This design comes from an exercise in tuning for small area on the open sky130 flow, not from production work. Only simulation tests tie the RTL to the original design; equivalence was not proved. Power is estimated from default activity; no workload was simulated.

==> inputs of run a <==
==> flow/design.v <==
module atomic_counters (
  input  wire            clk,
  input  wire            reset,
  input  wire            trig_i,
  input  wire            req_i,
  input  wire            atomic_i,
  input  wire[63:0]      init_i,
  output wire            ack_o,
  output wire[31:0]      count_o
);
	reg  [31:0] lo;        
	reg  [31:0] hi;        
	reg         cy;        
	reg         phase;     
	reg         sel_en;    
	reg         sel_hi;
	reg         ack;
	wire first = !sel_en && sel_hi;    
	assign ack_o   = ack;
	assign count_o = ({32{sel_en && !sel_hi}} & lo) |
	                 ({32{sel_en &&  sel_hi}} & hi);
	always_ff @(posedge clk) begin
		if (first) begin
			lo <= init_i[31:0];
			hi <= init_i[63:32];
			cy <= 1'b0;
		end else begin
			lo <= lo + {31'd0, trig_i};
			hi <= hi + {31'd0, cy};
			cy <= trig_i && (&lo);
		end
	end
	always_ff @(posedge clk or posedge reset) begin
		if (reset) begin
			ack    <= 1'b0;
			phase  <= 1'b0;
			sel_en <= 1'b0;
			sel_hi <= 1'b1;
		end else begin
			ack <= req_i;
			if (!phase) begin
				phase  <= req_i && atomic_i;
				sel_en <= req_i && atomic_i;
				sel_hi <= 1'b0;
			end else begin
				phase  <= 1'b0;
				sel_en <= req_i;
				sel_hi <= req_i && !atomic_i;
			end
		end
	end
endmodule
==> flow/run.sh <==
#!/bin/bash
# synth_recipe.tcl (not shown) runs the flow's synth.tcl, then flattens the netlist and writes it again
# the make line also repeats each setting of config.mk as NAME=value (left out here)
make -C /OpenROAD-flow-scripts/flow DESIGN_CONFIG=/design/flow/config.mk WORK_HOME=/design/flow/orfs CLKGATE_MAP_FILE= SYNTH_SCRIPT=/design/flow/synth_recipe.tcl finish
==> flow/config.mk <==
export PLATFORM = sky130hd
export DESIGN_NAME = atomic_counters
export DESIGN_NICKNAME = atomic_counters
export VERILOG_FILES = /design/flow/design.v
export SDC_FILE = /design/flow/constraint.sdc
export NUM_CORES = 4
export LEC_CHECK = 0
export CAP_MARGIN = 20
export CORE_MARGIN = 2
export CORE_UTILIZATION = 40
export SLEW_MARGIN = 20
==> flow/constraint.sdc <==
create_clock -name core_clock -period 4.0 [get_ports {clk}]
set_input_delay 0.8000 -clock core_clock [delete_from_list [all_inputs] [get_ports {clk}]]
set_output_delay 0.8000 -clock core_clock [all_outputs]
set_load 0.01 [all_outputs]
==> run b: changes against run a <==
==> flow/design.v (replaced) <==
module atomic_counters (
  input  wire            clk,
  input  wire            reset,
  input  wire            trig_i,
  input  wire            req_i,
  input  wire            atomic_i,
  input  wire[63:0]      init_i,
  output wire            ack_o,
  output wire[31:0]      count_o
);
	wire [63:0] count;
	reg  [63:0] count_q;
	always_ff @(posedge clk or posedge reset)
	if (reset)
		count_q[63:0] <= 64'h0;
	else
		count_q[63:0] <= count;
	reg  [63:0] counter;
	reg  [31:0] counter_32_upp;
	reg  state;
	reg  ack;
	reg  req_i_d;
	reg  out_en;
	reg  load;
	reg  load_d;
	reg  low_or_high;
	wire req_i_posedge;
	wire [63:0] counter_nxt;
	localparam FIRST  = 1'd0;
	localparam SECOND = 1'd1; 
	assign ack_o   = ack;
	assign count_o = (!out_en) ? 32'd0 :
					 (low_or_high) ? counter_32_upp : counter[31:0];
	assign req_i_posedge = (req_i && (!req_i_d));
	assign count = (load_d) ? counter : init_i;
	assign counter_nxt = (!load)  ? count :
						 (trig_i) ? counter + 1 : counter;
	always_ff @(posedge clk or posedge reset) begin
		if (reset) begin 
			counter <= 0;
			load	<= 0;
			load_d	<= 0;
		end else begin
			load 	<= 1;
			load_d  <= load;
			counter <= 	counter_nxt;
		end
	end 
	always_ff @(posedge clk or posedge reset) begin 
		if (reset) begin 
			state		   <= 0;
			counter_32_upp <= 0;
			ack		       <= 0;
			req_i_d		   <= 0;
			out_en		   <= 0;
			low_or_high    <= 0;
		end else begin
			ack	    <= req_i;
			req_i_d <= req_i;
			case (state) 
			FIRST : begin 
                if (req_i && atomic_i) begin 	 
                    state     	   <= SECOND;
                    low_or_high    <= 0;
					out_en		   <= 1;
                    counter_32_upp <= counter_nxt[63:32];
                end else if (req_i_posedge && (!atomic_i)) begin 
                    state		   <= FIRST; 
                    low_or_high    <= 0;	
                    out_en		   <= 0;
                    counter_32_upp <= 0;
                end else begin
                    state 		   <= FIRST;
                    low_or_high	   <= 0;
					out_en         <= 0;
                    counter_32_upp <= 0;
                end 
			end 
			SECOND : begin 
				state		   <= FIRST;
				if (req_i && (!atomic_i)) begin 
					low_or_high    <= 1;
					out_en		   <= 1;
					counter_32_upp <= counter_32_upp;
				end else if (req_i && atomic_i) begin 
					low_or_high    <= 0;
					out_en		   <= 1;
					counter_32_upp <= counter_32_upp;
				end else begin 
					low_or_high    <= 0;
					out_en		   <= 0;
					counter_32_upp <= counter_32_upp;
				end 
			end
			endcase
		end
	end 
endmodule
==> comparison table <==
item	run b	run a
Outcome	complete, no violations	complete, no violations
Buffer cell driving the clock tree root	sky130_fd_sc_hd__clkbuf_16	sky130_fd_sc_hd__clkbuf_8
PwrDens	344 nW/um^2	425 nW/um^2
Worst slew margin relative to its limit	0.265	0.371
DRT Pass-1 Iters	5	4
Tightest Pin Transition	1.10 ns	0.943 ns
Post-synthesis simple-gate area fraction	0.268	0.297
Worst slack after detailed placement	0.764 ns	1.06 ns
Switching power share of the total	0.326	0.339
Multi-input gate area	3900 um^2	2370 um^2
Final wirelength	24200 um	9920 um
Clkbuf count	11	12
Xor/xnor share of the synthesized area	0.0311	0.134
Fraction of layout instances using a drive strength above 1	0.0729	0.0452
Fraction of registers with async set/reset	1.00	0.0580
Pin count of the biggest net entering global routing	59	98
Core Util, Final	0.495	0.555
Combinational power share	0.202	0.252
Synth Net Count	845	552
Min-Delay Endpoint	counter_32_upp[0]$_DFFE_PP0N_	phase$_DFF_PP0_
Number of cells in the finished layout apart from fillers	1071	704
Final standard cell area without fillers	8220 um^2	5180 um^2
Library cell occupying the most area in the post-synthesis netlist	sky130_fd_sc_hd__dfrtp_1	sky130_fd_sc_hd__dfxtp_1
Number of vias in the routed layout	6581	3541
Number of global-route vias before repair	6281	3366
Number of DRC markers in iteration 0	668	101

==> port drivers added, routing unchanged <==
The results above use ideal ports. As a check the final layouts listed here were re-extracted and re-timed, cells and wires unchanged.
Step 1, drivers: a clkbuf_16 drives clk and a buf_2 each remaining input, both assumed.
Step 2 adds t to the input delays and takes it off the output delays; t is the mean of the earliest and latest rising clock arrival at the registers after step 1. Input paths then give back, and output paths get back, about the clock's delay inside the block.
Three values: no drivers, after step 1, after step 2; two values: the first two.
run	shift t [ns]	setup slack, ns	hold WS [ns]	worst setup path at the end	clock arrival spread, ns
run a	0.369	0.994 / 0.960 / 1.073	0.451 / 0.451 / 0.451	input to register	0.011 / 0.011
run b	0.406	1.056 / 1.056 / 0.710	0.521 / 0.521 / 0.521	input to register	0.009 / 0.009
After both steps setup and hold are still met in every run listed. The setup slack of run b, which loses most, moves by 0.000 ns with the drivers and by -0.346 ns with both steps.
